Background: an optimization exercise with open tools, aiming at small area. Do not read the settings as production practice. In this exercise RTL edits were held to simulation tests only and were not proved equivalent to the original.

==> flow/run.sh <==
#!/bin/bash
# synth_recipe.tcl (not shown) runs the flow's synth.tcl, then flattens the netlist and writes it again
# the make line also repeats each setting of config.mk as NAME=value (left out here)
make -C /OpenROAD-flow-scripts/flow DESIGN_CONFIG=/design/flow/config.mk WORK_HOME=/design/flow/orfs CLKGATE_MAP_FILE= SYNTH_SCRIPT=/design/flow/synth_recipe.tcl finish
==> flow/config.mk <==
export PLATFORM = sky130hd
export DESIGN_NAME = cordic
export DESIGN_NICKNAME = cordic
export VERILOG_FILES = /design/flow/design.v
export SDC_FILE = /design/flow/constraint.sdc
export NUM_CORES = 4
export LEC_CHECK = 0
export CAP_MARGIN = 20
export CORE_MARGIN = 2
export CORE_UTILIZATION = 40
export CTS_BUF_LIST = sky130_fd_sc_hd__clkbuf_16
export CTS_CLUSTER_DIAMETER = 150
export CTS_CLUSTER_SIZE = 25
export SLEW_MARGIN = 20
==> flow/constraint.sdc <==
create_clock -name core_clock -period 15.0 [get_ports {clk}]
set_input_delay 3.0000 -clock core_clock [delete_from_list [all_inputs] [get_ports {clk}]]
set_output_delay 3.0000 -clock core_clock [all_outputs]
set_load 0.01 [all_outputs]
==> flow/design.v <==
module cordic_cia #(parameter N = 30, parameter B = 8) (
	input [N-1:0] a,
	input [N-1:0] b,
	input cin,
	output [N-1:0] s
);
localparam NB = (N + B - 1) / B;
wire [NB:0] bc;           
assign bc[0] = cin;
genvar k, m;
generate
	for (m = 0; m < NB; m = m + 1) begin : blk
		localparam LO = B * m;
		localparam HI = (B * m + B - 1 < N) ? B * m + B - 1 : N - 1;
		localparam W = HI - LO + 1;
		wire [W:0] c;
		wire [W-1:0] s0;
		assign c[0] = (m == 0) ? cin : 1'b0;
		for (k = 0; k < W; k = k + 1) begin : fab
			assign s0[k] = a[LO+k] ^ b[LO+k] ^ c[k];
			assign c[k+1] = (a[LO+k] & b[LO+k]) | (a[LO+k] & c[k]) | (b[LO+k] & c[k]);
		end
		if (m == 0) begin : first
			assign s[HI:LO] = s0;
			assign bc[1] = c[W];
		end else begin : inc
			wire [W:0] p;         
			assign p[0] = 1'b1;
			for (k = 0; k < W; k = k + 1) begin : pa
				assign p[k+1] = p[k] & s0[k];
			end
			for (k = 0; k < W; k = k + 1) begin : sx
				assign s[LO+k] = s0[k] ^ (bc[m] & p[k]);
			end
			assign bc[m+1] = c[W] | (bc[m] & p[W]);
		end
	end
endgenerate
endmodule
module cordic_sx #(parameter N = 30, parameter LO = 10, parameter B = 8) (
	input [N-1:0] a,
	input [LO:0] b,           
	input sgn,
	input cin,
	output [N-1:0] s
);
wire cl;
genvar k;
generate
	if (LO > 0) begin : lo
		wire [LO-1:0] sl;
		cordic_cia #(LO + 1, B) ulo (.a({1'b0, a[LO-1:0]}), .b({1'b0, b[LO-1:0]}), .cin(cin), .s({cl, sl}));
		assign s[LO-1:0] = sl;
	end else begin : nolo
		assign cl = cin;
	end
endgenerate
wire inc = cl & ~sgn;
wire dec = ~cl & sgn;
wire [N-LO:0] p1;        
wire [N-LO:0] p0;        
assign p1[0] = 1'b1;
assign p0[0] = 1'b1;
generate
	for (k = 0; k < N - LO; k = k + 1) begin : hi
		assign p1[k+1] = p1[k] & a[LO+k];
		assign p0[k+1] = p0[k] & ~a[LO+k];
		assign s[LO+k] = a[LO+k] ^ ((inc & p1[k]) | (dec & p0[k]));
	end
endgenerate
endmodule
module cordic (
	input clk,
	input rst,
	input in_valid,
	input signed [31:0] angle,
	output reg out_valid,
	output signed [31:0] cosine,
	output signed [31:0] sine,
	output signed [31:0] finalAngle
);
wire [30:0] a = angle[30:0];
wire [1:0] q = (a > 31'd1264972284) ? 2'd3 : (a > 31'd843314856) ? 2'd2 : (a > 31'd421657428) ? 2'd1 : 2'd0;
reg [31:0] c0;
always @* begin
	case (q)
	2'd0: c0 = 32'hffffffff;
	2'd1: c0 = 32'he6de04ab;
	2'd2: c0 = 32'hcdbc0956;
	2'd3: c0 = 32'hb49a0e02;
	endcase
end
wire [31:0] w0f;
cordic_cia #(32, 8) uw0 (.a({1'b0, a}), .b(c0), .cin(1'b0), .s(w0f));
wire [29:0] w0 = w0f[29:0];
wire signed [31:0] wx0 = {{2{w0_s1[29]}}, w0_s1};
wire [0:0] d0 = ~w0_s1[29];
wire [1:0] cm1;
assign cm1[0] = wx0 >= -32'sd210828714;
assign cm1[1] = wx0 >= 32'sd210828714;
wire [0:0] d1 = cm1[{d0}];
wire [3:0] cm2;
assign cm2[0] = wx0 >= -32'sd335288171;
assign cm2[1] = wx0 >= -32'sd86369257;
assign cm2[2] = wx0 >= 32'sd86369257;
assign cm2[3] = wx0 >= 32'sd335288171;
wire [0:0] d2 = cm2[{d0, d1}];
reg [26:0] kc0;
always @* begin
	case ({d0, d1, d2})
	0: kc0 = 27'h7e7862a;
	1: kc0 = 27'h10a8ac;
	2: kc0 = 27'h11152a8;
	3: kc0 = 27'h13a752a;
	4: kc0 = 27'h6c58ad6;
	5: kc0 = 27'h6eead58;
	6: kc0 = 27'h7ef5754;
	7: kc0 = 27'h1879d6;
	default: kc0 = 27'h0;
	endcase
end
wire [26:0] w3;
cordic_cia #(27, 32) ua0 (.a(wx0[26:0]), .b(kc0), .cin(1'b0), .s(w3));
wire signed [31:0] wx3 = {{5{w3_s2[26]}}, w3_s2};
wire [0:0] d3 = ~w3_s2[26];
wire [1:0] cm4;
assign cm4[0] = wx3 >= -32'sd33381289;
assign cm4[1] = wx3 >= 32'sd33381289;
wire [0:0] d4 = cm4[{d3}];
wire [3:0] cm5;
assign cm5[0] = wx3 >= -32'sd50136710;
assign cm5[1] = wx3 >= -32'sd16625868;
assign cm5[2] = wx3 >= 32'sd16625868;
assign cm5[3] = wx3 >= 32'sd50136710;
wire [0:0] d5 = cm5[{d3, d4}];
wire [7:0] cm6;
assign cm6[0] = wx3 >= -32'sd58522588;
assign cm6[1] = wx3 >= -32'sd41750832;
assign cm6[2] = wx3 >= -32'sd25011746;
assign cm6[3] = wx3 >= -32'sd8239990;
assign cm6[4] = wx3 >= 32'sd8239990;
assign cm6[5] = wx3 >= 32'sd25011746;
assign cm6[6] = wx3 >= 32'sd41750832;
assign cm6[7] = wx3 >= 32'sd58522588;
wire [0:0] d6 = cm6[{d3, d4, d5}];
reg [22:0] kc3;
always @* begin
	case ({d3, d4, d5, d6})
	0: kc3 = 23'h3cfa86;
	1: kc3 = 23'h3cfd32;
	2: kc3 = 23'h3d0fda;
	3: kc3 = 23'h3d1286;
	4: kc3 = 23'h3da4cc;
	5: kc3 = 23'h3da778;
	6: kc3 = 23'h3dba20;
	7: kc3 = 23'h3dbccc;
	8: kc3 = 23'h424334;
	9: kc3 = 23'h4245e0;
	10: kc3 = 23'h425888;
	11: kc3 = 23'h425b34;
	12: kc3 = 23'h42ed7a;
	13: kc3 = 23'h42f026;
	14: kc3 = 23'h4302ce;
	15: kc3 = 23'h43057a;
	default: kc3 = 23'h0;
	endcase
end
wire [22:0] w7;
cordic_cia #(23, 32) ua3 (.a(wx3[22:0]), .b(kc3), .cin(1'b0), .s(w7));
wire signed [31:0] wx7 = {{9{w7_s3[22]}}, w7_s3};
wire [0:0] d7 = ~w7_s3[22];
wire [1:0] cm8;
assign cm8[0] = wx7 >= -32'sd2097109;
assign cm8[1] = wx7 >= 32'sd2097109;
wire [0:0] d8 = cm8[{d7}];
wire [3:0] cm9;
assign cm9[0] = wx7 >= -32'sd3145679;
assign cm9[1] = wx7 >= -32'sd1048539;
assign cm9[2] = wx7 >= 32'sd1048539;
assign cm9[3] = wx7 >= 32'sd3145679;
wire [0:0] d9 = cm9[{d7, d8}];
wire [7:0] cm10;
assign cm10[0] = wx7 >= -32'sd3669966;
assign cm10[1] = wx7 >= -32'sd2621392;
assign cm10[2] = wx7 >= -32'sd1572826;
assign cm10[3] = wx7 >= -32'sd524252;
assign cm10[4] = wx7 >= 32'sd524252;
assign cm10[5] = wx7 >= 32'sd1572826;
assign cm10[6] = wx7 >= 32'sd2621392;
assign cm10[7] = wx7 >= 32'sd3669966;
wire [0:0] d10 = cm10[{d7, d8, d9}];
reg [18:0] kc7;
always @* begin
	case ({d7, d8, d9, d10})
	0: kc7 = 19'h3ffcd;
	1: kc7 = 19'h3ffcf;
	2: kc7 = 19'h3ffcf;
	3: kc7 = 19'h3ffd1;
	4: kc7 = 19'h3ffd9;
	5: kc7 = 19'h3ffdb;
	6: kc7 = 19'h3ffdb;
	7: kc7 = 19'h3ffdd;
	8: kc7 = 19'h40023;
	9: kc7 = 19'h40025;
	10: kc7 = 19'h40025;
	11: kc7 = 19'h40027;
	12: kc7 = 19'h4002f;
	13: kc7 = 19'h40031;
	14: kc7 = 19'h40031;
	15: kc7 = 19'h40033;
	default: kc7 = 19'h0;
	endcase
end
wire [18:0] w11;
cordic_cia #(19, 32) ua7 (.a(wx7[18:0]), .b(kc7), .cin(1'b0), .s(w11));
wire signed [31:0] wx11 = {{13{w11_s4[18]}}, w11_s4};
wire [0:0] d11 = ~w11_s4[18];
wire [1:0] cm12;
assign cm12[0] = wx11 >= -32'sd131071;
assign cm12[1] = wx11 >= 32'sd131071;
wire [0:0] d12 = cm12[{d11}];
wire [3:0] cm13;
assign cm13[0] = wx11 >= -32'sd196606;
assign cm13[1] = wx11 >= -32'sd65536;
assign cm13[2] = wx11 >= 32'sd65536;
assign cm13[3] = wx11 >= 32'sd196606;
wire [0:0] d13 = cm13[{d11, d12}];
wire [7:0] cm14;
assign cm14[0] = wx11 >= -32'sd229373;
assign cm14[1] = wx11 >= -32'sd163839;
assign cm14[2] = wx11 >= -32'sd98303;
assign cm14[3] = wx11 >= -32'sd32769;
assign cm14[4] = wx11 >= 32'sd32769;
assign cm14[5] = wx11 >= 32'sd98303;
assign cm14[6] = wx11 >= 32'sd163839;
assign cm14[7] = wx11 >= 32'sd229373;
wire [0:0] d14 = cm14[{d11, d12, d13}];
reg [15:0] kc11;
always @* begin
	case ({d11, d12, d13, d14})
	0: kc11 = 16'hbffc;
	1: kc11 = 16'h3ffe;
	2: kc11 = 16'hbffe;
	3: kc11 = 16'h4000;
	4: kc11 = 16'hbffe;
	5: kc11 = 16'h4000;
	6: kc11 = 16'hc000;
	7: kc11 = 16'h4002;
	8: kc11 = 16'hbffe;
	9: kc11 = 16'h4000;
	10: kc11 = 16'hc000;
	11: kc11 = 16'h4002;
	12: kc11 = 16'hc000;
	13: kc11 = 16'h4002;
	14: kc11 = 16'hc002;
	15: kc11 = 16'h4004;
	default: kc11 = 16'h0;
	endcase
end
wire [15:0] w15;
cordic_cia #(16, 32) ua11 (.a(wx11[15:0]), .b(kc11), .cin(1'b0), .s(w15));
wire signed [31:0] wx15 = {{16{w15_s5[15]}}, w15_s5};
wire [0:0] d15 = ~w15_s5[15];
wire [1:0] cm16;
assign cm16[0] = wx15 >= -32'sd8191;
assign cm16[1] = wx15 >= 32'sd8191;
wire [0:0] d16 = cm16[{d15}];
wire [3:0] cm17;
assign cm17[0] = wx15 >= -32'sd12286;
assign cm17[1] = wx15 >= -32'sd4096;
assign cm17[2] = wx15 >= 32'sd4096;
assign cm17[3] = wx15 >= 32'sd12286;
wire [0:0] d17 = cm17[{d15, d16}];
wire [7:0] cm18;
assign cm18[0] = wx15 >= -32'sd14333;
assign cm18[1] = wx15 >= -32'sd10239;
assign cm18[2] = wx15 >= -32'sd6143;
assign cm18[3] = wx15 >= -32'sd2049;
assign cm18[4] = wx15 >= 32'sd2049;
assign cm18[5] = wx15 >= 32'sd6143;
assign cm18[6] = wx15 >= 32'sd10239;
assign cm18[7] = wx15 >= 32'sd14333;
wire [0:0] d18 = cm18[{d15, d16, d17}];
reg [11:0] kc15;
always @* begin
	case ({d15, d16, d17, d18})
	0: kc15 = 12'hbfc;
	1: kc15 = 12'h3fe;
	2: kc15 = 12'hbfe;
	3: kc15 = 12'h400;
	4: kc15 = 12'hbfe;
	5: kc15 = 12'h400;
	6: kc15 = 12'hc00;
	7: kc15 = 12'h402;
	8: kc15 = 12'hbfe;
	9: kc15 = 12'h400;
	10: kc15 = 12'hc00;
	11: kc15 = 12'h402;
	12: kc15 = 12'hc00;
	13: kc15 = 12'h402;
	14: kc15 = 12'hc02;
	15: kc15 = 12'h404;
	default: kc15 = 12'h0;
	endcase
end
wire [11:0] w19;
cordic_cia #(12, 32) ua15 (.a(wx15[11:0]), .b(kc15), .cin(1'b0), .s(w19));
wire signed [31:0] wx19 = {{20{w19_s6[11]}}, w19_s6};
wire [0:0] d19 = ~w19_s6[11];
wire [1:0] cm20;
assign cm20[0] = wx19 >= -32'sd511;
assign cm20[1] = wx19 >= 32'sd511;
wire [0:0] d20 = cm20[{d19}];
wire [3:0] cm21;
assign cm21[0] = wx19 >= -32'sd766;
assign cm21[1] = wx19 >= -32'sd256;
assign cm21[2] = wx19 >= 32'sd256;
assign cm21[3] = wx19 >= 32'sd766;
wire [0:0] d21 = cm21[{d19, d20}];
wire [7:0] cm22;
assign cm22[0] = wx19 >= -32'sd893;
assign cm22[1] = wx19 >= -32'sd639;
assign cm22[2] = wx19 >= -32'sd383;
assign cm22[3] = wx19 >= -32'sd129;
assign cm22[4] = wx19 >= 32'sd129;
assign cm22[5] = wx19 >= 32'sd383;
assign cm22[6] = wx19 >= 32'sd639;
assign cm22[7] = wx19 >= 32'sd893;
wire [0:0] d22 = cm22[{d19, d20, d21}];
reg [7:0] kc19;
always @* begin
	case ({d19, d20, d21, d22})
	0: kc19 = 8'hbc;
	1: kc19 = 8'h3e;
	2: kc19 = 8'hbe;
	3: kc19 = 8'h40;
	4: kc19 = 8'hbe;
	5: kc19 = 8'h40;
	6: kc19 = 8'hc0;
	7: kc19 = 8'h42;
	8: kc19 = 8'hbe;
	9: kc19 = 8'h40;
	10: kc19 = 8'hc0;
	11: kc19 = 8'h42;
	12: kc19 = 8'hc0;
	13: kc19 = 8'h42;
	14: kc19 = 8'hc2;
	15: kc19 = 8'h44;
	default: kc19 = 8'h0;
	endcase
end
wire [7:0] w23;
cordic_cia #(8, 32) ua19 (.a(wx19[7:0]), .b(kc19), .cin(1'b0), .s(w23));
wire signed [31:0] wx23 = {{24{w23_s7[7]}}, w23_s7};
wire [0:0] d23 = ~w23_s7[7];
wire [1:0] cm24;
assign cm24[0] = wx23 >= -32'sd31;
assign cm24[1] = wx23 >= 32'sd31;
wire [0:0] d24 = cm24[{d23}];
wire [3:0] cm25;
assign cm25[0] = wx23 >= -32'sd46;
assign cm25[1] = wx23 >= -32'sd16;
assign cm25[2] = wx23 >= 32'sd16;
assign cm25[3] = wx23 >= 32'sd46;
wire [0:0] d25 = cm25[{d23, d24}];
wire [7:0] cm26;
assign cm26[0] = wx23 >= -32'sd53;
assign cm26[1] = wx23 >= -32'sd39;
assign cm26[2] = wx23 >= -32'sd23;
assign cm26[3] = wx23 >= -32'sd9;
assign cm26[4] = wx23 >= 32'sd9;
assign cm26[5] = wx23 >= 32'sd23;
assign cm26[6] = wx23 >= 32'sd39;
assign cm26[7] = wx23 >= 32'sd53;
wire [0:0] d26 = cm26[{d23, d24, d25}];
reg [5:0] kc23;
always @* begin
	case ({d23, d24, d25, d26})
	0: kc23 = 6'h38;
	1: kc23 = 6'h32;
	2: kc23 = 6'h2a;
	3: kc23 = 6'h24;
	4: kc23 = 6'h1a;
	5: kc23 = 6'h14;
	6: kc23 = 6'hc;
	7: kc23 = 6'h6;
	8: kc23 = 6'h3a;
	9: kc23 = 6'h34;
	10: kc23 = 6'h2c;
	11: kc23 = 6'h26;
	12: kc23 = 6'h1c;
	13: kc23 = 6'h16;
	14: kc23 = 6'he;
	15: kc23 = 6'h8;
	default: kc23 = 6'h0;
	endcase
end
wire [5:0] w27;
cordic_cia #(6, 32) ua23 (.a(wx23[5:0]), .b(kc23), .cin(1'b0), .s(w27));
wire signed [31:0] wx27 = {{26{w27_s8[5]}}, w27_s8};
wire [0:0] d27 = ~w27_s8[5];
wire [1:0] cm28;
assign cm28[0] = wx27 >= -32'sd2;
assign cm28[1] = wx27 >= 32'sd2;
wire [0:0] d28 = cm28[{d27}];
wire [3:0] cm29;
assign cm29[0] = wx27 >= -32'sd3;
assign cm29[1] = wx27 >= -32'sd1;
assign cm29[2] = wx27 >= 32'sd1;
assign cm29[3] = wx27 >= 32'sd3;
wire [0:0] d29 = cm29[{d27, d28}];
wire [7:0] cm30;
assign cm30[0] = wx27 >= -32'sd3;
assign cm30[1] = wx27 >= -32'sd3;
assign cm30[2] = wx27 >= -32'sd1;
assign cm30[3] = wx27 >= -32'sd1;
assign cm30[4] = wx27 >= 32'sd1;
assign cm30[5] = wx27 >= 32'sd1;
assign cm30[6] = wx27 >= 32'sd3;
assign cm30[7] = wx27 >= 32'sd3;
wire [0:0] d30 = cm30[{d27, d28, d29}];
reg [5:0] kc27;
always @* begin
	case ({d27, d28, d29, d30})
	0: kc27 = 6'h3;
	1: kc27 = 6'h3;
	2: kc27 = 6'h3;
	3: kc27 = 6'h3;
	4: kc27 = 6'h1;
	5: kc27 = 6'h1;
	6: kc27 = 6'h1;
	7: kc27 = 6'h1;
	8: kc27 = 6'h3f;
	9: kc27 = 6'h3f;
	10: kc27 = 6'h3f;
	11: kc27 = 6'h3f;
	12: kc27 = 6'h3d;
	13: kc27 = 6'h3d;
	14: kc27 = 6'h3d;
	15: kc27 = 6'h3d;
	default: kc27 = 6'h0;
	endcase
end
wire [5:0] w31;
cordic_cia #(6, 32) ua27 (.a(wx27[5:0]), .b(kc27), .cin(1'b0), .s(w31));
wire [5:0] nw31 = ~w31_s9;
wire [30:0] fin;
cordic_cia #(31, 32) ufin (.a(a_s9), .b({{25{nw31[5]}}, nw31}), .cin(1'b0), .s(fin));
reg [28:0] xF, yF;
always @* begin
	case ({q_s3, d0_s3, d1_s3, d2_s3})
	0: begin xF = 29'h10361fdd; yF = 29'h0136e9db; end
	1: begin xF = 29'h12a3f393; yF = 29'h088064ff; end
	2: begin xF = 29'h177f9b00; yF = 29'h0d5c0c6d; end
	3: begin xF = 29'h1ec91624; yF = 29'h0fc9e025; end
	4: begin xF = 29'h0136e9dc; yF = 29'h0fc9e023; end
	5: begin xF = 29'h08806500; yF = 29'h0d5c0c6d; end
	6: begin xF = 29'h0d5c0c6d; yF = 29'h08806500; end
	7: begin xF = 29'h0fc9e023; yF = 29'h0136e9dc; end
	8: begin xF = 29'h0136e9dc; yF = 29'h0fc9e023; end
	9: begin xF = 29'h08806500; yF = 29'h0d5c0c6d; end
	10: begin xF = 29'h0d5c0c6d; yF = 29'h08806500; end
	11: begin xF = 29'h0fc9e023; yF = 29'h0136e9dc; end
	12: begin xF = 29'h0fc9e025; yF = 29'h1ec91624; end
	13: begin xF = 29'h0d5c0c6d; yF = 29'h177f9b00; end
	14: begin xF = 29'h088064ff; yF = 29'h12a3f393; end
	15: begin xF = 29'h0136e9db; yF = 29'h10361fdd; end
	16: begin xF = 29'h0fc9e025; yF = 29'h1ec91624; end
	17: begin xF = 29'h0d5c0c6d; yF = 29'h177f9b00; end
	18: begin xF = 29'h088064ff; yF = 29'h12a3f393; end
	19: begin xF = 29'h0136e9db; yF = 29'h10361fdd; end
	20: begin xF = 29'h1ec91626; yF = 29'h10361fdb; end
	21: begin xF = 29'h177f9b00; yF = 29'h12a3f393; end
	22: begin xF = 29'h12a3f393; yF = 29'h177f9b00; end
	23: begin xF = 29'h10361fdb; yF = 29'h1ec91626; end
	24: begin xF = 29'h1ec91626; yF = 29'h10361fdb; end
	25: begin xF = 29'h177f9b00; yF = 29'h12a3f393; end
	26: begin xF = 29'h12a3f393; yF = 29'h177f9b00; end
	27: begin xF = 29'h10361fdb; yF = 29'h1ec91626; end
	28: begin xF = 29'h10361fdd; yF = 29'h0136e9db; end
	29: begin xF = 29'h12a3f393; yF = 29'h088064ff; end
	30: begin xF = 29'h177f9b00; yF = 29'h0d5c0c6d; end
	31: begin xF = 29'h1ec91624; yF = 29'h0fc9e025; end
	default: begin xF = 29'h0; yF = 29'h0; end
	endcase
end
wire [0:0] nd3 = ~d3_s3;
wire [28:0] x4;
wire [28:0] y4;
cordic_sx #(29, 25, 8) ux3 (.a(xF), .b({1'b0, yF[27:3]} ^ {26{nd3}}), .sgn(yF[28] ^ nd3), .cin(nd3), .s(x4));
cordic_sx #(29, 25, 8) uy3 (.a(yF), .b({1'b0, xF[27:3]} ^ {26{d3_s3}}), .sgn(xF[28] ^ d3_s3), .cin(d3_s3), .s(y4));
wire [0:0] nd4 = ~d4_s3;
wire [28:0] x5;
wire [28:0] y5;
cordic_sx #(29, 24, 8) ux4 (.a(x4), .b({1'b0, y4[27:4]} ^ {25{nd4}}), .sgn(y4[28] ^ nd4), .cin(nd4), .s(x5));
cordic_sx #(29, 24, 8) uy4 (.a(y4), .b({1'b0, x4[27:4]} ^ {25{d4_s3}}), .sgn(x4[28] ^ d4_s3), .cin(d4_s3), .s(y5));
wire [0:0] nd5 = ~d5_s3;
wire [28:0] x6;
wire [28:0] y6;
cordic_sx #(29, 23, 8) ux5 (.a(x5), .b({1'b0, y5[27:5]} ^ {24{nd5}}), .sgn(y5[28] ^ nd5), .cin(nd5), .s(x6));
cordic_sx #(29, 23, 8) uy5 (.a(y5), .b({1'b0, x5[27:5]} ^ {24{d5_s3}}), .sgn(x5[28] ^ d5_s3), .cin(d5_s3), .s(y6));
wire [0:0] nd6 = ~d6_s4;
wire [28:0] x7;
wire [28:0] y7;
cordic_sx #(29, 22, 6) ux6 (.a(x6_s4), .b({1'b0, y6_s4[27:6]} ^ {23{nd6}}), .sgn(y6_s4[28] ^ nd6), .cin(nd6), .s(x7));
cordic_sx #(29, 22, 6) uy6 (.a(y6_s4), .b({1'b0, x6_s4[27:6]} ^ {23{d6_s4}}), .sgn(x6_s4[28] ^ d6_s4), .cin(d6_s4), .s(y7));
wire [0:0] nd7 = ~d7_s4;
wire [28:0] x8;
wire [28:0] y8;
cordic_sx #(29, 21, 6) ux7 (.a(x7), .b({1'b0, y7[27:7]} ^ {22{nd7}}), .sgn(y7[28] ^ nd7), .cin(nd7), .s(x8));
cordic_sx #(29, 21, 6) uy7 (.a(y7), .b({1'b0, x7[27:7]} ^ {22{d7_s4}}), .sgn(x7[28] ^ d7_s4), .cin(d7_s4), .s(y8));
wire [0:0] nd8 = ~d8_s4;
wire [28:0] x9;
wire [28:0] y9;
cordic_sx #(29, 20, 6) ux8 (.a(x8), .b({1'b0, y8[27:8]} ^ {21{nd8}}), .sgn(y8[28] ^ nd8), .cin(nd8), .s(x9));
cordic_sx #(29, 20, 6) uy8 (.a(y8), .b({1'b0, x8[27:8]} ^ {21{d8_s4}}), .sgn(x8[28] ^ d8_s4), .cin(d8_s4), .s(y9));
wire [0:0] nd9 = ~d9_s5;
wire [28:0] x10;
wire [28:0] y10;
cordic_sx #(29, 19, 6) ux9 (.a(x9_s5), .b({1'b0, y9_s5[27:9]} ^ {20{nd9}}), .sgn(y9_s5[28] ^ nd9), .cin(nd9), .s(x10));
cordic_sx #(29, 19, 6) uy9 (.a(y9_s5), .b({1'b0, x9_s5[27:9]} ^ {20{d9_s5}}), .sgn(x9_s5[28] ^ d9_s5), .cin(d9_s5), .s(y10));
wire [0:0] nd10 = ~d10_s5;
wire [28:0] x11;
wire [28:0] y11;
cordic_sx #(29, 18, 6) ux10 (.a(x10), .b({1'b0, y10[27:10]} ^ {19{nd10}}), .sgn(y10[28] ^ nd10), .cin(nd10), .s(x11));
cordic_sx #(29, 18, 6) uy10 (.a(y10), .b({1'b0, x10[27:10]} ^ {19{d10_s5}}), .sgn(x10[28] ^ d10_s5), .cin(d10_s5), .s(y11));
wire [0:0] nd11 = ~d11_s5;
wire [28:0] x12;
wire [28:0] y12;
cordic_sx #(29, 17, 6) ux11 (.a(x11), .b({1'b0, y11[27:11]} ^ {18{nd11}}), .sgn(y11[28] ^ nd11), .cin(nd11), .s(x12));
cordic_sx #(29, 17, 6) uy11 (.a(y11), .b({1'b0, x11[27:11]} ^ {18{d11_s5}}), .sgn(x11[28] ^ d11_s5), .cin(d11_s5), .s(y12));
wire [0:0] nd12 = ~d12_s6;
wire [29:0] x13;
wire [29:0] y13;
cordic_sx #(30, 16, 12) ux12 (.a({x12_s6[28], x12_s6}), .b({1'b0, y12_s6[27:12]} ^ {17{nd12}}), .sgn(y12_s6[28] ^ nd12), .cin(nd12), .s(x13));
cordic_sx #(30, 16, 12) uy12 (.a({y12_s6[28], y12_s6}), .b({1'b0, x12_s6[27:12]} ^ {17{d12_s6}}), .sgn(x12_s6[28] ^ d12_s6), .cin(d12_s6), .s(y13));
wire [0:0] nd13 = ~d13_s6;
wire [29:0] x14;
wire [29:0] y14;
cordic_sx #(30, 16, 12) ux13 (.a(x13), .b({1'b0, y13[28:13]} ^ {17{nd13}}), .sgn(y13[29] ^ nd13), .cin(nd13), .s(x14));
cordic_sx #(30, 16, 12) uy13 (.a(y13), .b({1'b0, x13[28:13]} ^ {17{d13_s6}}), .sgn(x13[29] ^ d13_s6), .cin(d13_s6), .s(y14));
wire [0:0] nd14 = ~d14_s7;
wire [29:0] x15;
wire [29:0] y15;
cordic_sx #(30, 15, 12) ux14 (.a(x14_s7), .b({1'b0, y14_s7[28:14]} ^ {16{nd14}}), .sgn(y14_s7[29] ^ nd14), .cin(nd14), .s(x15));
cordic_sx #(30, 15, 12) uy14 (.a(y14_s7), .b({1'b0, x14_s7[28:14]} ^ {16{d14_s7}}), .sgn(x14_s7[29] ^ d14_s7), .cin(d14_s7), .s(y15));
wire [0:0] nd15 = ~d15_s7;
wire [29:0] x16;
wire [29:0] y16;
cordic_sx #(30, 14, 12) ux15 (.a(x15), .b({1'b0, y15[28:15]} ^ {15{nd15}}), .sgn(y15[29] ^ nd15), .cin(nd15), .s(x16));
cordic_sx #(30, 14, 12) uy15 (.a(y15), .b({1'b0, x15[28:15]} ^ {15{d15_s7}}), .sgn(x15[29] ^ d15_s7), .cin(d15_s7), .s(y16));
wire [0:0] nd16 = ~d16_s8;
wire [29:0] x17;
wire [29:0] y17;
cordic_sx #(30, 13, 10) ux16 (.a(x16_s8), .b({1'b0, y16_s8[28:16]} ^ {14{nd16}}), .sgn(y16_s8[29] ^ nd16), .cin(nd16), .s(x17));
cordic_sx #(30, 13, 10) uy16 (.a(y16_s8), .b({1'b0, x16_s8[28:16]} ^ {14{d16_s8}}), .sgn(x16_s8[29] ^ d16_s8), .cin(d16_s8), .s(y17));
wire [0:0] nd17 = ~d17_s8;
wire [29:0] x18;
wire [29:0] y18;
cordic_sx #(30, 12, 10) ux17 (.a(x17), .b({1'b0, y17[28:17]} ^ {13{nd17}}), .sgn(y17[29] ^ nd17), .cin(nd17), .s(x18));
cordic_sx #(30, 12, 10) uy17 (.a(y17), .b({1'b0, x17[28:17]} ^ {13{d17_s8}}), .sgn(x17[29] ^ d17_s8), .cin(d17_s8), .s(y18));
wire [0:0] nd18 = ~d18_s9;
wire [29:0] x19;
wire [29:0] y19;
cordic_sx #(30, 11, 12) ux18 (.a(x18_s9), .b({1'b0, y18_s9[28:18]} ^ {12{nd18}}), .sgn(y18_s9[29] ^ nd18), .cin(nd18), .s(x19));
cordic_sx #(30, 11, 12) uy18 (.a(y18_s9), .b({1'b0, x18_s9[28:18]} ^ {12{d18_s9}}), .sgn(x18_s9[29] ^ d18_s9), .cin(d18_s9), .s(y19));
wire [0:0] nd19 = ~d19_s9;
wire [29:0] x20;
wire [29:0] y20;
cordic_sx #(30, 10, 12) ux19 (.a(x19), .b({1'b0, y19[28:19]} ^ {11{nd19}}), .sgn(y19[29] ^ nd19), .cin(nd19), .s(x20));
cordic_sx #(30, 10, 12) uy19 (.a(y19), .b({1'b0, x19[28:19]} ^ {11{d19_s9}}), .sgn(x19[29] ^ d19_s9), .cin(d19_s9), .s(y20));
wire [0:0] nd20 = ~d20_s10;
wire [29:0] x21;
wire [29:0] y21;
cordic_sx #(30, 9, 12) ux20 (.a(x20_s10), .b({1'b0, y20_s10[28:20]} ^ {10{nd20}}), .sgn(y20_s10[29] ^ nd20), .cin(nd20), .s(x21));
cordic_sx #(30, 9, 12) uy20 (.a(y20_s10), .b({1'b0, x20_s10[28:20]} ^ {10{d20_s10}}), .sgn(x20_s10[29] ^ d20_s10), .cin(d20_s10), .s(y21));
wire [0:0] nd21 = ~d21_s10;
wire [29:0] x22;
wire [29:0] y22;
cordic_sx #(30, 8, 12) ux21 (.a(x21), .b({1'b0, y21[28:21]} ^ {9{nd21}}), .sgn(y21[29] ^ nd21), .cin(nd21), .s(x22));
cordic_sx #(30, 8, 12) uy21 (.a(y21), .b({1'b0, x21[28:21]} ^ {9{d21_s10}}), .sgn(x21[29] ^ d21_s10), .cin(d21_s10), .s(y22));
wire [0:0] nd22 = ~d22_s11;
wire [29:0] x23;
wire [29:0] y23;
cordic_sx #(30, 7, 14) ux22 (.a(x22_s11), .b({1'b0, y22_s11[28:22]} ^ {8{nd22}}), .sgn(y22_s11[29] ^ nd22), .cin(nd22), .s(x23));
cordic_sx #(30, 7, 14) uy22 (.a(y22_s11), .b({1'b0, x22_s11[28:22]} ^ {8{d22_s11}}), .sgn(x22_s11[29] ^ d22_s11), .cin(d22_s11), .s(y23));
wire [0:0] nd23 = ~d23_s11;
wire [29:0] x24;
wire [29:0] y24;
cordic_sx #(30, 6, 14) ux23 (.a(x23), .b({1'b0, y23[28:23]} ^ {7{nd23}}), .sgn(y23[29] ^ nd23), .cin(nd23), .s(x24));
cordic_sx #(30, 6, 14) uy23 (.a(y23), .b({1'b0, x23[28:23]} ^ {7{d23_s11}}), .sgn(x23[29] ^ d23_s11), .cin(d23_s11), .s(y24));
wire [0:0] nd24 = ~d24_s12;
wire [29:0] x25;
wire [29:0] y25;
cordic_sx #(30, 5, 12) ux24 (.a(x24_s12), .b({1'b0, y24_s12[28:24]} ^ {6{nd24}}), .sgn(y24_s12[29] ^ nd24), .cin(nd24), .s(x25));
cordic_sx #(30, 5, 12) uy24 (.a(y24_s12), .b({1'b0, x24_s12[28:24]} ^ {6{d24_s12}}), .sgn(x24_s12[29] ^ d24_s12), .cin(d24_s12), .s(y25));
wire [0:0] nd25 = ~d25_s12;
wire [29:0] x26;
wire [29:0] y26;
cordic_sx #(30, 4, 12) ux25 (.a(x25), .b({1'b0, y25[28:25]} ^ {5{nd25}}), .sgn(y25[29] ^ nd25), .cin(nd25), .s(x26));
cordic_sx #(30, 4, 12) uy25 (.a(y25), .b({1'b0, x25[28:25]} ^ {5{d25_s12}}), .sgn(x25[29] ^ d25_s12), .cin(d25_s12), .s(y26));
wire [0:0] nd26 = ~d26_s12;
wire [29:0] x27;
wire [29:0] y27;
cordic_sx #(30, 3, 12) ux26 (.a(x26), .b({1'b0, y26[28:26]} ^ {4{nd26}}), .sgn(y26[29] ^ nd26), .cin(nd26), .s(x27));
cordic_sx #(30, 3, 12) uy26 (.a(y26), .b({1'b0, x26[28:26]} ^ {4{d26_s12}}), .sgn(x26[29] ^ d26_s12), .cin(d26_s12), .s(y27));
wire [0:0] nd27 = ~d27_s13;
wire [29:0] x28;
wire [29:0] y28;
cordic_sx #(30, 2, 12) ux27 (.a(x27_s13), .b({1'b0, y27_s13[28:27]} ^ {3{nd27}}), .sgn(y27_s13[29] ^ nd27), .cin(nd27), .s(x28));
cordic_sx #(30, 2, 12) uy27 (.a(y27_s13), .b({1'b0, x27_s13[28:27]} ^ {3{d27_s13}}), .sgn(x27_s13[29] ^ d27_s13), .cin(d27_s13), .s(y28));
wire [0:0] nd28 = ~d28_s13;
wire [29:0] x29;
wire [29:0] y29;
cordic_sx #(30, 1, 12) ux28 (.a(x28), .b({1'b0, y28[28:28]} ^ {2{nd28}}), .sgn(y28[29] ^ nd28), .cin(nd28), .s(x29));
cordic_sx #(30, 1, 12) uy28 (.a(y28), .b({1'b0, x28[28:28]} ^ {2{d28_s13}}), .sgn(x28[29] ^ d28_s13), .cin(d28_s13), .s(y29));
wire [0:0] nd29 = ~d29_s13;
wire [29:0] x30;
wire [29:0] y30;
cordic_sx #(30, 0, 12) ux29 (.a(x29), .b(1'b0 ^ {1{nd29}}), .sgn(y29[29] ^ nd29), .cin(nd29), .s(x30));
cordic_sx #(30, 0, 12) uy29 (.a(y29), .b(1'b0 ^ {1{d29_s13}}), .sgn(x29[29] ^ d29_s13), .cin(d29_s13), .s(y30));
wire [0:0] nd30 = ~d30_s13;
wire [29:0] x31;
wire [29:0] y31;
cordic_sx #(30, 0, 12) ux30 (.a(x30), .b(1'b0 ^ {1{nd30}}), .sgn(y30[29] ^ nd30), .cin(nd30), .s(x31));
cordic_sx #(30, 0, 12) uy30 (.a(y30), .b(1'b0 ^ {1{d30_s13}}), .sgn(x30[29] ^ d30_s13), .cin(d30_s13), .s(y31));
assign sine = {{2{x31[29]}}, x31};
assign cosine = {{2{y31[29]}}, y31};
assign finalAngle = {1'b0, fin_s13};
reg [11:0] vpipe;
always @(posedge clk) begin
	if (rst) begin
		vpipe <= 12'd0;
		out_valid <= 1'b0;
	end else begin
		vpipe <= {vpipe[10:0], in_valid};
		out_valid <= vpipe[11];
	end
end
reg [29:0] w0_s1;
always @(posedge clk) w0_s1 <= w0;
reg [26:0] w3_s2;
always @(posedge clk) w3_s2 <= w3;
reg [22:0] w7_s3;
always @(posedge clk) w7_s3 <= w7;
reg [18:0] w11_s4;
always @(posedge clk) w11_s4 <= w11;
reg [15:0] w15_s5;
always @(posedge clk) w15_s5 <= w15;
reg [11:0] w19_s6;
always @(posedge clk) w19_s6 <= w19;
reg [7:0] w23_s7;
always @(posedge clk) w23_s7 <= w23;
reg [5:0] w27_s8;
always @(posedge clk) w27_s8 <= w27;
reg [5:0] w31_s9;
always @(posedge clk) w31_s9 <= w31;
reg [30:0] a_s1;
always @(posedge clk) a_s1 <= a;
reg [30:0] a_s2;
always @(posedge clk) a_s2 <= a_s1;
reg [30:0] a_s3;
always @(posedge clk) a_s3 <= a_s2;
reg [30:0] a_s4;
always @(posedge clk) a_s4 <= a_s3;
reg [30:0] a_s5;
always @(posedge clk) a_s5 <= a_s4;
reg [30:0] a_s6;
always @(posedge clk) a_s6 <= a_s5;
reg [30:0] a_s7;
always @(posedge clk) a_s7 <= a_s6;
reg [30:0] a_s8;
always @(posedge clk) a_s8 <= a_s7;
reg [30:0] a_s9;
always @(posedge clk) a_s9 <= a_s8;
reg [1:0] q_s1;
always @(posedge clk) q_s1 <= q;
reg [1:0] q_s2;
always @(posedge clk) q_s2 <= q_s1;
reg [1:0] q_s3;
always @(posedge clk) q_s3 <= q_s2;
reg [0:0] d0_s2;
always @(posedge clk) d0_s2 <= d0;
reg [0:0] d0_s3;
always @(posedge clk) d0_s3 <= d0_s2;
reg [0:0] d1_s2;
always @(posedge clk) d1_s2 <= d1;
reg [0:0] d1_s3;
always @(posedge clk) d1_s3 <= d1_s2;
reg [0:0] d2_s2;
always @(posedge clk) d2_s2 <= d2;
reg [0:0] d2_s3;
always @(posedge clk) d2_s3 <= d2_s2;
reg [0:0] d3_s3;
always @(posedge clk) d3_s3 <= d3;
reg [0:0] d4_s3;
always @(posedge clk) d4_s3 <= d4;
reg [0:0] d5_s3;
always @(posedge clk) d5_s3 <= d5;
reg [28:0] x6_s4;
always @(posedge clk) x6_s4 <= x6;
reg [28:0] y6_s4;
always @(posedge clk) y6_s4 <= y6;
reg [0:0] d6_s3;
always @(posedge clk) d6_s3 <= d6;
reg [0:0] d6_s4;
always @(posedge clk) d6_s4 <= d6_s3;
reg [0:0] d7_s4;
always @(posedge clk) d7_s4 <= d7;
reg [0:0] d8_s4;
always @(posedge clk) d8_s4 <= d8;
reg [28:0] x9_s5;
always @(posedge clk) x9_s5 <= x9;
reg [28:0] y9_s5;
always @(posedge clk) y9_s5 <= y9;
reg [0:0] d9_s4;
always @(posedge clk) d9_s4 <= d9;
reg [0:0] d9_s5;
always @(posedge clk) d9_s5 <= d9_s4;
reg [0:0] d10_s4;
always @(posedge clk) d10_s4 <= d10;
reg [0:0] d10_s5;
always @(posedge clk) d10_s5 <= d10_s4;
reg [0:0] d11_s5;
always @(posedge clk) d11_s5 <= d11;
reg [28:0] x12_s6;
always @(posedge clk) x12_s6 <= x12;
reg [28:0] y12_s6;
always @(posedge clk) y12_s6 <= y12;
reg [0:0] d12_s5;
always @(posedge clk) d12_s5 <= d12;
reg [0:0] d12_s6;
always @(posedge clk) d12_s6 <= d12_s5;
reg [0:0] d13_s5;
always @(posedge clk) d13_s5 <= d13;
reg [0:0] d13_s6;
always @(posedge clk) d13_s6 <= d13_s5;
reg [29:0] x14_s7;
always @(posedge clk) x14_s7 <= x14;
reg [29:0] y14_s7;
always @(posedge clk) y14_s7 <= y14;
reg [0:0] d14_s5;
always @(posedge clk) d14_s5 <= d14;
reg [0:0] d14_s6;
always @(posedge clk) d14_s6 <= d14_s5;
reg [0:0] d14_s7;
always @(posedge clk) d14_s7 <= d14_s6;
reg [0:0] d15_s6;
always @(posedge clk) d15_s6 <= d15;
reg [0:0] d15_s7;
always @(posedge clk) d15_s7 <= d15_s6;
reg [29:0] x16_s8;
always @(posedge clk) x16_s8 <= x16;
reg [29:0] y16_s8;
always @(posedge clk) y16_s8 <= y16;
reg [0:0] d16_s6;
always @(posedge clk) d16_s6 <= d16;
reg [0:0] d16_s7;
always @(posedge clk) d16_s7 <= d16_s6;
reg [0:0] d16_s8;
always @(posedge clk) d16_s8 <= d16_s7;
reg [0:0] d17_s6;
always @(posedge clk) d17_s6 <= d17;
reg [0:0] d17_s7;
always @(posedge clk) d17_s7 <= d17_s6;
reg [0:0] d17_s8;
always @(posedge clk) d17_s8 <= d17_s7;
reg [29:0] x18_s9;
always @(posedge clk) x18_s9 <= x18;
reg [29:0] y18_s9;
always @(posedge clk) y18_s9 <= y18;
reg [0:0] d18_s6;
always @(posedge clk) d18_s6 <= d18;
reg [0:0] d18_s7;
always @(posedge clk) d18_s7 <= d18_s6;
reg [0:0] d18_s8;
always @(posedge clk) d18_s8 <= d18_s7;
reg [0:0] d18_s9;
always @(posedge clk) d18_s9 <= d18_s8;
reg [0:0] d19_s7;
always @(posedge clk) d19_s7 <= d19;
reg [0:0] d19_s8;
always @(posedge clk) d19_s8 <= d19_s7;
reg [0:0] d19_s9;
always @(posedge clk) d19_s9 <= d19_s8;
reg [29:0] x20_s10;
always @(posedge clk) x20_s10 <= x20;
reg [29:0] y20_s10;
always @(posedge clk) y20_s10 <= y20;
reg [0:0] d20_s7;
always @(posedge clk) d20_s7 <= d20;
reg [0:0] d20_s8;
always @(posedge clk) d20_s8 <= d20_s7;
reg [0:0] d20_s9;
always @(posedge clk) d20_s9 <= d20_s8;
reg [0:0] d20_s10;
always @(posedge clk) d20_s10 <= d20_s9;
reg [0:0] d21_s7;
always @(posedge clk) d21_s7 <= d21;
reg [0:0] d21_s8;
always @(posedge clk) d21_s8 <= d21_s7;
reg [0:0] d21_s9;
always @(posedge clk) d21_s9 <= d21_s8;
reg [0:0] d21_s10;
always @(posedge clk) d21_s10 <= d21_s9;
reg [29:0] x22_s11;
always @(posedge clk) x22_s11 <= x22;
reg [29:0] y22_s11;
always @(posedge clk) y22_s11 <= y22;
reg [0:0] d22_s7;
always @(posedge clk) d22_s7 <= d22;
reg [0:0] d22_s8;
always @(posedge clk) d22_s8 <= d22_s7;
reg [0:0] d22_s9;
always @(posedge clk) d22_s9 <= d22_s8;
reg [0:0] d22_s10;
always @(posedge clk) d22_s10 <= d22_s9;
reg [0:0] d22_s11;
always @(posedge clk) d22_s11 <= d22_s10;
reg [0:0] d23_s8;
always @(posedge clk) d23_s8 <= d23;
reg [0:0] d23_s9;
always @(posedge clk) d23_s9 <= d23_s8;
reg [0:0] d23_s10;
always @(posedge clk) d23_s10 <= d23_s9;
reg [0:0] d23_s11;
always @(posedge clk) d23_s11 <= d23_s10;
reg [29:0] x24_s12;
always @(posedge clk) x24_s12 <= x24;
reg [29:0] y24_s12;
always @(posedge clk) y24_s12 <= y24;
reg [0:0] d24_s8;
always @(posedge clk) d24_s8 <= d24;
reg [0:0] d24_s9;
always @(posedge clk) d24_s9 <= d24_s8;
reg [0:0] d24_s10;
always @(posedge clk) d24_s10 <= d24_s9;
reg [0:0] d24_s11;
always @(posedge clk) d24_s11 <= d24_s10;
reg [0:0] d24_s12;
always @(posedge clk) d24_s12 <= d24_s11;
reg [0:0] d25_s8;
always @(posedge clk) d25_s8 <= d25;
reg [0:0] d25_s9;
always @(posedge clk) d25_s9 <= d25_s8;
reg [0:0] d25_s10;
always @(posedge clk) d25_s10 <= d25_s9;
reg [0:0] d25_s11;
always @(posedge clk) d25_s11 <= d25_s10;
reg [0:0] d25_s12;
always @(posedge clk) d25_s12 <= d25_s11;
reg [0:0] d26_s8;
always @(posedge clk) d26_s8 <= d26;
reg [0:0] d26_s9;
always @(posedge clk) d26_s9 <= d26_s8;
reg [0:0] d26_s10;
always @(posedge clk) d26_s10 <= d26_s9;
reg [0:0] d26_s11;
always @(posedge clk) d26_s11 <= d26_s10;
reg [0:0] d26_s12;
always @(posedge clk) d26_s12 <= d26_s11;
reg [29:0] x27_s13;
always @(posedge clk) x27_s13 <= x27;
reg [29:0] y27_s13;
always @(posedge clk) y27_s13 <= y27;
reg [0:0] d27_s9;
always @(posedge clk) d27_s9 <= d27;
reg [0:0] d27_s10;
always @(posedge clk) d27_s10 <= d27_s9;
reg [0:0] d27_s11;
always @(posedge clk) d27_s11 <= d27_s10;
reg [0:0] d27_s12;
always @(posedge clk) d27_s12 <= d27_s11;
reg [0:0] d27_s13;
always @(posedge clk) d27_s13 <= d27_s12;
reg [0:0] d28_s9;
always @(posedge clk) d28_s9 <= d28;
reg [0:0] d28_s10;
always @(posedge clk) d28_s10 <= d28_s9;
reg [0:0] d28_s11;
always @(posedge clk) d28_s11 <= d28_s10;
reg [0:0] d28_s12;
always @(posedge clk) d28_s12 <= d28_s11;
reg [0:0] d28_s13;
always @(posedge clk) d28_s13 <= d28_s12;
reg [0:0] d29_s9;
always @(posedge clk) d29_s9 <= d29;
reg [0:0] d29_s10;
always @(posedge clk) d29_s10 <= d29_s9;
reg [0:0] d29_s11;
always @(posedge clk) d29_s11 <= d29_s10;
reg [0:0] d29_s12;
always @(posedge clk) d29_s12 <= d29_s11;
reg [0:0] d29_s13;
always @(posedge clk) d29_s13 <= d29_s12;
reg [0:0] d30_s9;
always @(posedge clk) d30_s9 <= d30;
reg [0:0] d30_s10;
always @(posedge clk) d30_s10 <= d30_s9;
reg [0:0] d30_s11;
always @(posedge clk) d30_s11 <= d30_s10;
reg [0:0] d30_s12;
always @(posedge clk) d30_s12 <= d30_s11;
reg [0:0] d30_s13;
always @(posedge clk) d30_s13 <= d30_s12;
reg [30:0] fin_s10;
always @(posedge clk) fin_s10 <= fin;
reg [30:0] fin_s11;
always @(posedge clk) fin_s11 <= fin_s10;
reg [30:0] fin_s12;
always @(posedge clk) fin_s12 <= fin_s11;
reg [30:0] fin_s13;
always @(posedge clk) fin_s13 <= fin_s12;
endmodule
==> impl_metrics.env <==
export IMPL_rsz0062_at_grt="false"
export IMPL_insertion_delay_ns=0.77
export IMPL_cts_buffer_depth=3
export IMPL_cp_max_fo=24
export IMPL_via_count=67100
export IMPL_critical_path_class="reg -> out"
export IMPL_start_kind="flop"
export IMPL_row_count=176
export IMPL_max_stage_delay_ns=0.75
export IMPL_ys_seq_area_frac=0.277
export IMPL_wl_mm=210
export IMPL_cts_clk_slew_worst_paths_ns=0.09
export IMPL_synth_edf_count=0
export IMPL_max_freq_mhz=70.2
export IMPL_slew_viol_final=0
export IMPL_critPathCaptureType="primary output"
export IMPL_cp_arrival_ns=11.24
export IMPL_fp_dieArea_um2=235000
export IMPL_grt_busiest_layer="met2"
export IMPL_drive_gt1_frac=0.0360
export IMPL_synth_compound_area_frac=0.0975
export IMPL_cts_hold_buf=0
export IMPL_cts_resized=0
export IMPL_cts_tree="yes"
export IMPL_min_period_ns=14.24
export IMPL_postCtsSetupBuffers=0
export IMPL_synth_xor_area_share=0.187
export IMPL_synthAdderAreaFrac=0.194
export IMPL_drc=0
export IMPL_area_delta_synth_final_pct=6.26
export IMPL_cts_made_buffers=57
export IMPL_gp_congestion=0.877
export IMPL_worst_pin_slew_ns=1.12
export IMPL_synth_area_um2=92600
export IMPL_synth_ff_type="dfxtp_1"
export IMPL_routed_via_density=5.15
export IMPL_relSlewSlack=0.244
export IMPL_postSynthAreaPerCell_um2=9.18
export IMPL_ys_warn_count=1
export IMPL_period_share=0.949
export IMPL_hp_class="reg -> reg"
export IMPL_synth_top_family_by_area="adder cells"
export IMPL_routedWlPerCell_um=16.2
export IMPL_grt_overflow_total=0
export IMPL_fill_cells=22300
export IMPL_drt_pass1_iterations=8
export IMPL_track_usage=0.177
export IMPL_drt_iter0_drc=3776
export IMPL_core_um2=230000
export IMPL_grt_max_degree=60
export IMPL_dp_hpwl_mm=174
export IMPL_die_h_um=485
export IMPL_crit_family="simple AND/OR/NAND/NOR gates"
export IMPL_critPathBufInv=3
export IMPL_layout_common_cells="dfxtp_1 (1266), xnor2_1 (1155), inv_1 (852), xor2_1 (807), fa_1 (720)"
export IMPL_worst_clock_skew_ns=0.0734
export IMPL_synth_nets=11100
export IMPL_gr_usage_met3=0.0127
export IMPL_h_tree_depth=2
export IMPL_crit_slowest_cell="or4_1"
export IMPL_tns_ns=0
export IMPL_setup_viol=0
export IMPL_grt_first_pass_wirelength_mm=347
export IMPL_grt_pass1_vias=66900
export IMPL_max_cap_violations=0
export IMPL_synth_simple_area_share=0.171
export IMPL_synth_mux_area_frac=0.0235
export IMPL_ys_seq_elements=1281
export IMPL_layout_commonest_cell="dfxtp_1"
export IMPL_portBuffers=129
export IMPL_final_hold_violation_count=0
export IMPL_required_ns=12.00
export IMPL_antenna_found_initial=5
export IMPL_outcome="complete, no violations"
export IMPL_use_met2=0.331
export IMPL_syn_inst=10100
export IMPL_synth_cell_types=124
export IMPL_cts_root_buf="clkbuf_16"
export IMPL_postRouteAntennaNets=0
export IMPL_start_util=0.403
export IMPL_synthArstFlopShare=0
export IMPL_fp_dieW_um=485
export IMPL_io_pins=132
export IMPL_use_met1=0.216
export IMPL_nNetsFinal=11000
export IMPL_cts_sinks=1281
logic make-up (layout without fill, tap and decap cells):
group,after synthesis,in the layout
multiplexers,207,207
adder cells (fa/ha/maj),1005,1005
AND/OR/NAND/NOR,3026,3026
buffers and inverters,1224,1117
flip-flops,1281,1281
XOR/XNOR,1969,1969
other,1,4
AO/OA/AOI/OAI,1380,1380
routing by layer:
| metal | share of wire | vias up |
|---|---|---|
| li1 | - | 33600 |
| met1 | 0.43 | 32200 |
| met2 | 0.52 | 1092 |
| met3 | 0.027 | 239 |
| met4 | 0.025 | 0 |
| met5 | 0 | - |
Yosys cell counts, drive strengths merged (25+ instances only):
cell    count  area (um^2)
o21ai     352         1760
and2       84          526
ha        284         3550
or3        98          619
mux2       31          349
dfxtp    1281        25600
a21oi     310         1550
nor2b      82          513
mux2i     171         1720
clkbuf    269         1010
a211oi     47          373
a21o       35          263
xnor2    1159        10200
o22ai      48          300
a32oi      26          235
fa        720        14400
buf       101          470
a22oi      41          308
and3      108          676
a31oi     106          663
or4        50          387
nor3      291         1480
nor4b      27          264
nor4      153         1030
o21a       45          338
o31ai      50          375
xor2      808         7080
nand4     145          926
nand2     644         2420
or2        81          507
nand3     283         1420
o211ai     45          357
and4       60          526
inv       853         3200
nor2      639         2400
nand3b     25          188
nor3b      49          373
nand2b    123          769
stage by stage:
step                instances  hold slack [ns]   util  setup WS (ns)  cell area, um^2
floorplan               10100            0.310      -           1.05            92600
global placement        12900            0.310  0.421          0.472            96800
detailed placement      12900            0.312  0.421          0.375            96800
CTS                     13000            0.272  0.427          0.292            98300
global route            13000            0.283  0.428        0.00879            98400
finish                  13000            0.275  0.428          0.761            98400
final timing paths:
check	startpoint	end	slack, ns	cells past startpoint
max	y27_s13[27]	cosine[31]	0.76	28
min	d19_s8	d19_s9	0.28	0
max reg2reg	d18_s9	x20_s10[29]	0.85	43
min reg2reg	d19_s8	d19_s9	0.28	0
final cells by class:
| cell class | count | area [um^2] | share of cell area |
|---|---|---|---|
| flip-flops and latches | 1281 | 25700 | 0.261 |
| repair buffers | 200 | 1820 | 0.0185 |
| well taps | 3026 | 3790 | 0.0385 |
| inverters | 854 | 3210 | 0.0326 |
| multi-input cells | 7588 | 62400 | 0.634 |
| diodes | 3 | 7.51 | 0.0000763 |
| clock inverters | 6 | 141 | 0.00144 |
| clock buffers | 57 | 1430 | 0.0145 |

what the ideal ports hide:
The flow's constraints put no driver on any port. The routed layout listed below was extracted and timed again, unchanged, in two steps.
Step 1 (the two cells are an assumption about what drives the block):
set clk [get_ports {clk}]
set_driving_cell -lib_cell sky130_fd_sc_hd__clkbuf_16 $clk
set_driving_cell -lib_cell sky130_fd_sc_hd__buf_2 [delete_from_list [all_inputs] $clk]
Step 2 adds t to the input delays and takes it off the output delays; t is the mean of the earliest and latest rising clock arrival at the registers after step 1. Input paths then give back, and output paths get back, about the clock's delay inside the block.
Slacks: ideal ports / drivers / drivers and shift; pairs: ideal ports / drivers.
t (ns): 0.826
setup slack, ns: 0.761 / 0.673 / 0.853
worst setup path after step 2: register to register
worst slew at a driven data input, ns: 0.04
cell pins on the clock port's net: 1
After both steps this run still meets setup and hold. The setup slack of this run moves by -0.088 ns with the drivers and by +0.092 ns with both steps.
